Source: an optimization exercise on an open RTL-to-GDS flow (aim: small area). Production flows keep margins and buffers that such runs may drop. Function was checked by simulation only, so behaviour that the tests miss may differ from the original. No activity file was given, so power comes from the tool's default toggle rates.

==> flow/design.v <==
module ds18b20_ctrl(input clk, input rst_n, input [5:0] P, input trig, input dq_in,
                    output dq_out, output dq_oe, output [16:0] L, output SG,
                    output [16:0] A, output chg);
localparam S_IDLE=4'd0, S_RST=4'd1, S_PRES=4'd2, S_WR=4'd3, S_WAIT=4'd4,
           S_RST2=4'd5, S_PRES2=4'd6, S_WR2=4'd7, S_RD=4'd8;
localparam [15:0] CC44 = 16'b0100010011001100;
localparam [15:0] CCBE = 16'b1011111011001100;
reg [3:0] st;
reg [6:0] cu;            
reg [3:0] bn;            
reg       sf;            
wire tick   = P[5] & P[4] & ~P[3] & ~P[1] & ~P[0];               
wire is_rd  = st[3];
wire is_wr  = st[1] & st[0];
wire is_rp  = st[1] ^ st[0];
wire is_pr  = st[1] & ~st[0];
wire is_wt  = st[2] & ~st[1] & ~st[0];
wire is_id  = ~st[3] & ~st[2] & ~st[1] & ~st[0];
wire c124 = &cu[6:2];                                
wire c74  = cu[6] & cu[3] & cu[1];                   
wire c64  = cu[6];                                   
wire is_lg  = is_rp | is_wt;                         
wire end_q  = is_lg & c124;                          
wire end_lg = end_q & bn[3] & bn[2] & (bn[1] | ~is_wt);    
wire end_slot = (is_wr & c74) | (is_rd & c64);
wire end_cu = is_id | end_lg | end_slot;
wire adv = end_cu & (~(is_wr | is_rd) | (bn == 4'd15));
always @(posedge clk or negedge rst_n) begin
    if (!rst_n) begin
        st <= S_IDLE; bn <= 4'd0;
    end else if (tick) begin
        if (is_pr & end_lg & ~sf) st <= S_IDLE;
        else if (is_rd & adv)     st <= S_IDLE;
        else if (adv)             st <= st + 4'd1;
        if (end_slot | end_q) bn <= bn + {1'b0, end_q & ~is_wt, end_q & is_wt, end_slot};
    end
end
always @(posedge clk)
    if (tick) cu <= (end_cu | end_q) ? 7'd0 : cu + 7'd1;
always @(posedge clk)
    if (tick & ~bn[3] & ~bn[2] & ~cu[5] & ~cu[4] & ~cu[3] & ~cu[0]) sf <= ~dq_in;    
wire lo1 = (cu[6:1] == 6'd0);                        
wire hi  = cu[6] | (&cu[5:0]);                       
wire cbit = st[2] ? CCBE[bn] : CC44[bn];
assign dq_oe  = (is_rp & ~st[1]) | is_wt |
                (is_wr & ~hi & (lo1 | ~cbit)) |
                (is_rd & (cu[6:2] == 5'd0) & ~(cu[1] & cu[0]));
assign dq_out = is_wt;
wire last = is_rd & (bn == 4'd15);
temp_conv u_conv (.clk(clk), .rst_n(rst_n), .dq_in(dq_in), .trig(trig),
  .shift(tick & is_rd & (cu[5:0] == 6'd14) & ~(bn[3] & (bn[2] | (bn[1] & bn[0])) & ~(&bn))),
  .clr(last & ~(cu[6] | cu[5] | cu[4])), .cnt(last & (cu[6] | cu[5] | cu[4])),
  .up_l(last & cu[6] & ~P[5] & ~P[3] & ~P[2] & ~P[0]),       
  .up_s(last & (&cu[5:0]) & ~P[4] & ~P[3] & ~P[1] & ~P[0]),    
  .L(L), .SG(SG), .A(A), .chg(chg));
endmodule
module temp_conv(input clk, input rst_n, input dq_in, input trig, input shift, input clr,
                 input cnt, input up_l, input up_s,
                 output reg [16:0] L, output reg SG, output [16:0] A, output reg chg);
reg [11:0] D;            
reg [18:0] acc;          
assign A = acc[18:2];
wire cen = cnt & (|D[10:0]);
wire [10:0] tg;                        
assign tg[0] = 1'b1;
genvar gi;
generate for (gi = 1; gi < 11; gi = gi + 1) begin : g_tg
    assign tg[gi] = tg[gi-1] & (D[gi-1] ^ ~D[11]);
end endgenerate
always @(posedge clk) begin
    if (shift)
        D <= {dq_in, D[11:1]};
    else if (cen)
        D[10:0] <= D[10:0] ^ tg;
end
function [4:0] inc10;                  
    input [3:0] d;
    inc10 = {d[3] & d[0], d[3] ? ~d[0] : &d[2:0], d[2] ^ (d[1] & d[0]), (d[1] ^ d[0]) & ~d[3], ~d[0]};
endfunction
wire [1:0] fr = {acc[1] ^ acc[0], ~acc[0]};
wire       fc = &acc[1:0];
wire [4:0] a0 = {1'b0, acc[5:2]} + (fc ? 5'd7 : 5'd6);
wire       c0 = (a0 >= 5'd10);
wire [3:0] n0 = c0 ? a0[3:0] - 4'd10 : a0[3:0];
wire [4:0] s1 = inc10(acc[9:6]);
wire [4:0] s2 = inc10(acc[13:10]);
wire [4:0] s3 = inc10(acc[17:14]);
wire       c1 = c0 & s1[4];
wire       c2 = c1 & s2[4];
wire       c3 = c2 & s3[4];
wire [3:0] n1 = c0 ? s1[3:0] : acc[9:6];
wire [3:0] n2 = c1 ? s2[3:0] : acc[13:10];
wire [3:0] n3 = c2 ? s3[3:0] : acc[17:14];
wire       n4 = acc[18] ^ c3;
always @(posedge clk) begin
    if (clr)       acc <= 19'd0;
    else if (cen)  acc <= {n4, n3, n2, n1, n0, fr};
    else if (up_l) acc[18:2] <= L;
end
always @(posedge clk or negedge rst_n) begin
    if (!rst_n) begin
        L <= 17'd0; SG <= 1'b0;
    end else begin
        if (up_l) L  <= acc[18:2];
        if (up_s) SG <= D[11];
    end
end
always @(posedge clk)
    if (up_l) chg <= 1'b1;
    else if (trig) chg <= 1'b0;
endmodule
module seg_driver(input clk, input rst_n, input rot, input recent, input [16:0] L, input SG,
                  output [5:0] dig_sel, output [7:0] dig_seg);
reg [2:0] J;             
always @(posedge clk or negedge rst_n) begin
    if (!rst_n)   J <= 3'b000;
    else if (rot) J <= {J[1:0], ~J[2]};
end
assign dig_sel = {~(~J[2] & ~J[0]), ~(~J[1] & J[0]), ~(~J[2] & J[1]),
                  ~(J[2] & J[0]), ~(J[1] & ~J[0]), ~(J[2] & ~J[1])};
wire [2:0] Q = recent ? {~J[0], J[2:1]} : J;    
reg [3:0] code;
always @(*) begin
    casez (Q)
        3'b0?0: code = L[3:0];
        3'b?01: code = L[7:4];
        3'b01?: code = L[11:8];
        3'b1?1: code = L[15:12];
        3'b?10: code = {3'b000, L[16]};
        default: code = SG ? 4'd10 : 4'd11;
    endcase
end
reg [6:0] seg;
always @(*) begin
    case (code)
        4'd0: seg = 7'b1000000;
        4'd1: seg = 7'b1111001;
        4'd2: seg = 7'b0100100;
        4'd3: seg = 7'b0110000;
        4'd4: seg = 7'b0011001;
        4'd5: seg = 7'b0010010;
        4'd6: seg = 7'b0000010;
        4'd7: seg = 7'b1111000;
        4'd8: seg = 7'b0000000;
        4'd9: seg = 7'b0010000;
        4'd10: seg = 7'b0111111;
        default: seg = 7'b1111111;
    endcase
end
assign dig_seg = {~(~Q[2] & Q[1]), seg};
endmodule
module uart_tx(input clk, input rst_n, input [16:0] L, input SG, input [16:0] A, input chg,
               output trig, output tx);
reg [5:0] slot;           
reg [3:0] ub;             
reg [8:0] cb;             
reg       ssg;            
wire [16:0] V = chg ? A : L;      
wire ub10     = (ub == 4'd10);
wire lastslot = &slot;
wire cb_end   = ub10 ? (lastslot ? (&cb[6:0])                                              
                                 : (cb[7] & cb[6] & cb[5] & cb[4] & cb[2] & cb[1] & cb[0]))   
                     : (~cb[8] & cb[6] & cb[5] & cb[4] & cb[3] & cb[1] & cb[0]);             
assign trig = cb_end & ub10 & lastslot;     
always @(posedge clk)
    if (trig) ssg <= SG;
reg [5:0] nslot;
always @(*) begin
    casez (slot)
        6'b0?0100: nslot = ssg ? 6'd5 : (V[16] ? 6'd6 : 6'd7);
        6'b0?0101: nslot = V[16] ? 6'd6 : 6'd7;
        6'b0?1011: nslot = 6'd53 + ssg + V[16];
        default:   nslot = slot + 6'd1;
    endcase
end
always @(posedge clk or negedge rst_n) begin
    if (!rst_n) begin
        slot <= 6'd42; ub <= 4'd10; cb <= 9'd251;         
    end else if (cb_end) begin
        cb <= 9'd43;
        if (ub10) begin ub <= 4'd0; slot <= nslot; end
        else ub <= ub + 4'd1;
    end else cb <= {cb[7:0], cb[8] ^ cb[3]};
end
reg [7:0] byte_;
always @(*) begin
    case (slot[3:0])
        4'd0: byte_ = 8'h74;
        4'd1: byte_ = 8'h65;
        4'd2: byte_ = 8'h6D;
        4'd3: byte_ = 8'h70;
        4'd4: byte_ = 8'h3A;
        4'd5: byte_ = 8'h2D;
        4'd6: byte_ = 8'h31;
        4'd7: byte_ = {4'h3, V[15:12]};
        4'd8: byte_ = {4'h3, V[11:8]};
        4'd9: byte_ = 8'h2E;
        4'd10: byte_ = {4'h3, V[7:4]};
        default: byte_ = {4'h3, V[3:0]};
    endcase
end
wire [10:0] frame = {1'b1, ~^byte_, byte_, 1'b0};
assign tx = slot[5] | frame[ub];
endmodule
module ds18b20_top(
   input              sys_clk  ,
   input              sys_rst_n,
   output     [5:0]   dig_sel  ,
   output     [7:0]   dig_seg  ,
   output             tx       ,
   input              dq_in    ,
   output             dq_out   ,
   output             dq_oe
);
wire [5:0]  P;
wire        rot, recent, trig;
wire [16:0] L;
wire        SG;
wire [16:0] A;
wire        chg;
timebase u_tb (.clk(sys_clk), .rst_n(sys_rst_n), .P(P), .rot(rot), .recent(recent));
ds18b20_ctrl u_ctrl (.clk(sys_clk), .rst_n(sys_rst_n), .P(P), .trig(trig), .dq_in(dq_in),
                     .dq_out(dq_out), .dq_oe(dq_oe), .L(L), .SG(SG), .A(A), .chg(chg));
seg_driver u_seg (.clk(sys_clk), .rst_n(sys_rst_n), .rot(rot), .recent(recent), .L(L), .SG(SG),
                  .dig_sel(dig_sel), .dig_seg(dig_seg));
uart_tx u_uart (.clk(sys_clk), .rst_n(sys_rst_n), .L(L), .SG(SG), .A(A), .chg(chg),
                .trig(trig), .tx(tx));
endmodule
module timebase(input clk, input rst_n, output reg [5:0] P, output rot, output recent);
reg [4:0] K;
wire p_end = ~P[4] & ~P[3] & ~P[2] & P[0];               
wire k18   = ~K[4] & ~K[1] & K[0];                       
wire k19   = ~K[2] & K[1] & ~K[0];                       
assign rot    = p_end & k18;                             
assign recent = k19 & ~P[5] & P[3] & P[2] & P[1] & P[0];    
always @(posedge clk or negedge rst_n) begin
    if (!rst_n) begin
        P <= 6'd15; K <= 5'd21;
    end else begin
        P <= p_end ? 6'd15 : {P[4:0], P[5] ^ P[0]};
        if (p_end) K <= k19 ? 5'd11 : {K[3:0], K[4] ^ K[1]};
    end
end
endmodule
clock: 130.0 ns
lec_check: 0
cap_margin: 20
core_margin: 2
core_utilization: 70
cts_buf_list: sky130_fd_sc_hd__clkbuf_8
slew_margin: 20
standard.sh (not shown) runs the stock make flow with config.mk's settings and CLKGATE_MAP_FILE= SYNTH_SCRIPT=/design/flow/synth_recipe.tcl, a recipe that flattens the netlist after the stock synthesis.
==> flow/flow/run.sh <==
#!/bin/bash
# Layout flow: the standard flow (standard.sh) with three changes that only make
# the layout smaller:
#  - synthesis maps the logic with an area-oriented ABC script (my_synth.tcl, area.abc);
#  - ports are buffered with the smallest buffer, sky130_fd_sc_hd__buf_1;
#  - clock tree synthesis inserts no dummy loads.
set -euo pipefail
W=$PWD
export MY_WORK=$W
export MY_ABC_SCRIPT=$W/flow/area.abc
export CTS_ARGS="-sink_clustering_enable -repair_clock_nets -buf_list sky130_fd_sc_hd__clkbuf_8 -dont_use_dummy_load"
export BUFFER_PORTS_ARGS="-buffer_cell sky130_fd_sc_hd__buf_1"
sed "s#SYNTH_SCRIPT=[^ ]*#SYNTH_SCRIPT=$W/flow/my_synth.tcl#" standard.sh > my_standard.sh
bash my_standard.sh > flow.log 2>&1
==> flow/flow/area.abc <==
strash
&get -n
&fraig -x
&put
scorr
dc2
strash
&get -n
&syn4
&deepsyn -T 60
&put
dch -f
amap -m -F 4 -A 8
==> flow/flow/my_synth.tcl <==
# The standard flow's synthesis script, unchanged, with its final technology mapping done by an
# area-oriented ABC script (flow/area.abc) instead of ORFS's speed script. ABC only
# remaps the combinational logic, so the registers are those of the standard synthesis.
proc abc {args} {
  set i [lsearch -exact $args -script]
  if {$i >= 0} { lset args [expr {$i + 1}] $::env(MY_ABC_SCRIPT) }
  yosys abc {*}$args
}
source $::env(MY_WORK)/synth_recipe.tcl
The baseline passed the timing, DRC and antenna checks.
==> next run, changes <==
--- a/flow/design.v
+++ b/flow/design.v
@@ -154,7 +154,6 @@
 reg [5:0] slot;           
 reg [3:0] ub;             
 reg [8:0] cb;             
-reg       ssg;            
 wire [16:0] V = chg ? A : L;      
 wire ub10     = (ub == 4'd10);
 wire lastslot = &slot;
@@ -162,14 +161,13 @@
                                  : (cb[7] & cb[6] & cb[5] & cb[4] & cb[2] & cb[1] & cb[0]))   
                      : (~cb[8] & cb[6] & cb[5] & cb[4] & cb[3] & cb[1] & cb[0]);             
 assign trig = cb_end & ub10 & lastslot;     
-always @(posedge clk)
-    if (trig) ssg <= SG;
 reg [5:0] nslot;
 always @(*) begin
     casez (slot)
-        6'b0?0100: nslot = ssg ? 6'd5 : (V[16] ? 6'd6 : 6'd7);
-        6'b0?0101: nslot = V[16] ? 6'd6 : 6'd7;
-        6'b0?1011: nslot = 6'd53 + ssg + V[16];
+        6'b0?0100: nslot = slot[4] ? 6'd21 : (V[16] ? 6'd6 : 6'd7);
+        6'b0?0101: nslot = V[16] ? 6'd22 : 6'd23;
+        6'b0?1011: nslot = 6'd53 + slot[4] + V[16];
+        6'b111111: nslot = {1'b0, SG, 4'd0};         
         default:   nslot = slot + 6'd1;
     endcase
 end
Effect: The new run finished with timing, DRC and antenna clean; final area goes up by 1.0%; flip-flop and latch count goes down by 1; total power goes up by 0.45%; non-clock buffer count goes up by 1; via count goes up by 3.8%; die area goes up by about 0.9%; setup slack gains 21 ps; hold slack gains 9.7 ps; clock power goes up by about 3%; global-route usage goes up by 2.7 points; first-iteration DRC count goes up by 14%; register-to-register slack loses 380 ps; area after synthesis goes up by 0.97%.


Another version of the RTL of ds18b20_top (not shown whole).
Size in the first run: roughly 670 cells after synthesis, about 100 flip-flops, ~0.0057 sq mm of cells after synthesis.
==> module ds18b20_ctrl, before the edit <==
module ds18b20_ctrl(input clk, input rst_n, input [5:0] P, input trig, input dq_in,
                    output dq_out, output dq_oe, output [16:0] L, output SG,
                    output [16:0] A, output chg);
localparam S_IDLE=4'd0, S_RST=4'd1, S_PRES=4'd2, S_WR=4'd3, S_WAIT=4'd4, S_WAIT_B=4'd12,
           S_RST2=4'd5, S_PRES2=4'd6, S_WR2=4'd7, S_RD=4'd8;
localparam [15:0] CC44 = 16'b0100010011001100;
localparam [15:0] CCBE = 16'b1011111011001100;
reg [3:0] st;
reg [8:0] cu;            
reg [3:0] bn;            
reg       sf;            
wire tick   = P[5] & P[4] & ~P[3] & ~P[1] & ~P[0];               
wire is_rd  = st[3] & ~st[2];
wire is_wr  = st[1] & st[0];
wire is_rp  = st[1] ^ st[0];
wire is_pr  = st[1] & ~st[0];
wire is_wt  = st[2] & ~st[1] & ~st[0];                  
wire is_id  = ~st[3] & ~st[2] & ~st[1] & ~st[0];
wire c499 = &cu[8:4] & cu[1] & cu[0];                
wire c74  = cu[6] & cu[3] & cu[1];                   
wire c64  = cu[6];                                   
wire end_slot = (is_wr & c74) | (is_rd & c64);
wire end_cu = is_id | ((is_rp | is_wt) & c499) | end_slot;
wire adv = end_cu & (~(is_wr | is_rd) | (bn == 4'd15));
always @(posedge clk or negedge rst_n) begin
    if (!rst_n) begin
        st <= S_IDLE; bn <= 4'd0;
    end else if (tick) begin
        if (is_pr & c499 & ~sf)   st <= S_IDLE;
        else if (is_rd & adv)     st <= S_IDLE;
        else if (adv & is_wt)     st <= st[3] ? S_RST2 : S_WAIT_B;
        else if (adv)             st <= st + 4'd1;
        if (end_slot) bn <= bn + 4'd1;
    end
end
always @(posedge clk)
    if (tick) cu <= end_cu ? 9'd0 : cu + 9'd1;
always @(posedge clk)
    if (tick & ~cu[8] & ~cu[7] & ~cu[5] & ~cu[4] & ~cu[3] & ~cu[0]) sf <= ~dq_in;    
wire lo1 = (cu[6:1] == 6'd0);                        
wire hi  = cu[6] | (&cu[5:0]);                       
wire cbit = st[2] ? CCBE[bn] : CC44[bn];
assign dq_oe  = (is_rp & ~st[1]) | is_wt |
                (is_wr & ~hi & (lo1 | ~cbit)) |
                (is_rd & (cu[6:2] == 5'd0) & ~(cu[1] & cu[0]));
assign dq_out = is_wt;
wire last = is_rd & (bn == 4'd15);
temp_conv u_conv (.clk(clk), .rst_n(rst_n), .dq_in(dq_in), .trig(trig),
  .shift(tick & is_rd & (cu[5:0] == 6'd14) & ~(bn[3] & (bn[2] | (bn[1] & bn[0])) & ~(&bn))),
  .clr(last & ~(cu[6] | cu[5] | cu[4])), .cnt(last & (cu[6] | cu[5] | cu[4])),
  .up_l(last & cu[6] & ~P[5] & ~P[3] & ~P[2] & ~P[0]),       
  .up_s(last & (&cu[5:0]) & ~P[4] & ~P[3] & ~P[1] & ~P[0]),    
  .L(L), .SG(SG), .A(A), .chg(chg));
endmodule
==> flow/config.mk <==
export PLATFORM = sky130hd
export DESIGN_NAME = ds18b20_top
export DESIGN_NICKNAME = ds18b20_top
export VERILOG_FILES = /design/flow/design.v
export SDC_FILE = /design/flow/constraint.sdc
export NUM_CORES = 4
export LEC_CHECK = 0
export CAP_MARGIN = 20
export CORE_MARGIN = 2
export CORE_UTILIZATION = 70
export CTS_BUF_LIST = sky130_fd_sc_hd__clkbuf_8
export SLEW_MARGIN = 20
==> flow/constraint.sdc <==
create_clock -name core_clock -period 130.0 [get_ports {sys_clk}]
set_input_delay 26.0000 -clock core_clock [delete_from_list [all_inputs] [get_ports {sys_clk}]]
set_output_delay 26.0000 -clock core_clock [all_outputs]
set_load 0.01 [all_outputs]
Scripts as last shown in full above: flow/flow/run.sh, flow/flow/area.abc, flow/flow/my_synth.tcl
Rerun with:
--- a/flow/design.v
+++ b/flow/design.v
@@ -6,7 +6,7 @@
 localparam [15:0] CC44 = 16'b0100010011001100;
 localparam [15:0] CCBE = 16'b1011111011001100;
 reg [3:0] st;
-reg [8:0] cu;            
+reg [6:0] cu;            
 reg [3:0] bn;            
 reg       sf;            
 wire tick   = P[5] & P[4] & ~P[3] & ~P[1] & ~P[0];               
@@ -16,27 +16,30 @@
 wire is_pr  = st[1] & ~st[0];
 wire is_wt  = st[2] & ~st[1] & ~st[0];                  
 wire is_id  = ~st[3] & ~st[2] & ~st[1] & ~st[0];
-wire c499 = &cu[8:4] & cu[1] & cu[0];                
+wire c124 = &cu[6:2];                                
 wire c74  = cu[6] & cu[3] & cu[1];                   
 wire c64  = cu[6];                                   
+wire is_lg  = is_rp | is_wt;                         
+wire end_q  = is_lg & c124;                          
+wire end_lg = end_q & bn[3] & bn[2];                 
 wire end_slot = (is_wr & c74) | (is_rd & c64);
-wire end_cu = is_id | ((is_rp | is_wt) & c499) | end_slot;
+wire end_cu = is_id | end_lg | end_slot;
 wire adv = end_cu & (~(is_wr | is_rd) | (bn == 4'd15));
 always @(posedge clk or negedge rst_n) begin
     if (!rst_n) begin
         st <= S_IDLE; bn <= 4'd0;
     end else if (tick) begin
-        if (is_pr & c499 & ~sf)   st <= S_IDLE;
+        if (is_pr & end_lg & ~sf) st <= S_IDLE;
         else if (is_rd & adv)     st <= S_IDLE;
         else if (adv & is_wt)     st <= st[3] ? S_RST2 : S_WAIT_B;
         else if (adv)             st <= st + 4'd1;
-        if (end_slot) bn <= bn + 4'd1;
+        if (end_slot | end_q) bn <= bn + {1'b0, end_q, 1'b0, end_slot};
     end
 end
 always @(posedge clk)
-    if (tick) cu <= end_cu ? 9'd0 : cu + 9'd1;
-always @(posedge clk)
-    if (tick & ~cu[8] & ~cu[7] & ~cu[5] & ~cu[4] & ~cu[3] & ~cu[0]) sf <= ~dq_in;    
+    if (tick) cu <= (end_cu | end_q) ? 7'd0 : cu + 7'd1;
+always @(posedge clk)
+    if (tick & ~bn[3] & ~bn[2] & ~cu[5] & ~cu[4] & ~cu[3] & ~cu[0]) sf <= ~dq_in;    
 wire lo1 = (cu[6:1] == 6'd0);                        
 wire hi  = cu[6] | (&cu[5:0]);                       
 wire cbit = st[2] ? CCBE[bn] : CC44[bn];
What happened:
- clock-buffer cell count does not change
- global-route usage went down by 0.63 points
- via count is about the same
- fmax went down by 0.57%
- routed wire length went down by 2.2%
- die area went down by 1.1%
- synthesized cell count went down by 1.5%
- hold slack is worse by 0.020 ns

[what the ideal ports hide]
Ports are ideal in the flow. The routed layouts listed here were re-timed in OpenROAD. Step 1: set_driving_cell puts a clkbuf_16 on sys_clk and a buf_2 on each other input, an assumption about the parent block. Step 2 also shifts input and output timing later by t, the mid clock arrival at the registers, as if the neighbouring blocks saw the same clock. Three values: ideal ports, drivers, drivers and shift; two values: the first two.
| run | t (ns) | setup WS [ns] | slew at the worst register clock pin (ns) | worst data-port slew with drivers (ns) |
|---|---|---|---|---|
| the first run of note 1 | 0.382 | 99.829 / 99.797 / 100.179 | 0.10 / 0.10 | 0.03 |
| the second run of note 1 | 0.394 | 99.851 / 99.814 / 100.207 | 0.10 / 0.10 | 0.03 |
| the first run of note 2 | 0.383 | 99.972 / 99.939 / 100.321 | 0.10 / 0.10 | 0.03 |
| the second run of note 2 | 0.392 | 99.801 / 99.772 / 100.164 | 0.10 / 0.10 | 0.03 |
After both steps every run listed still meets setup and hold.
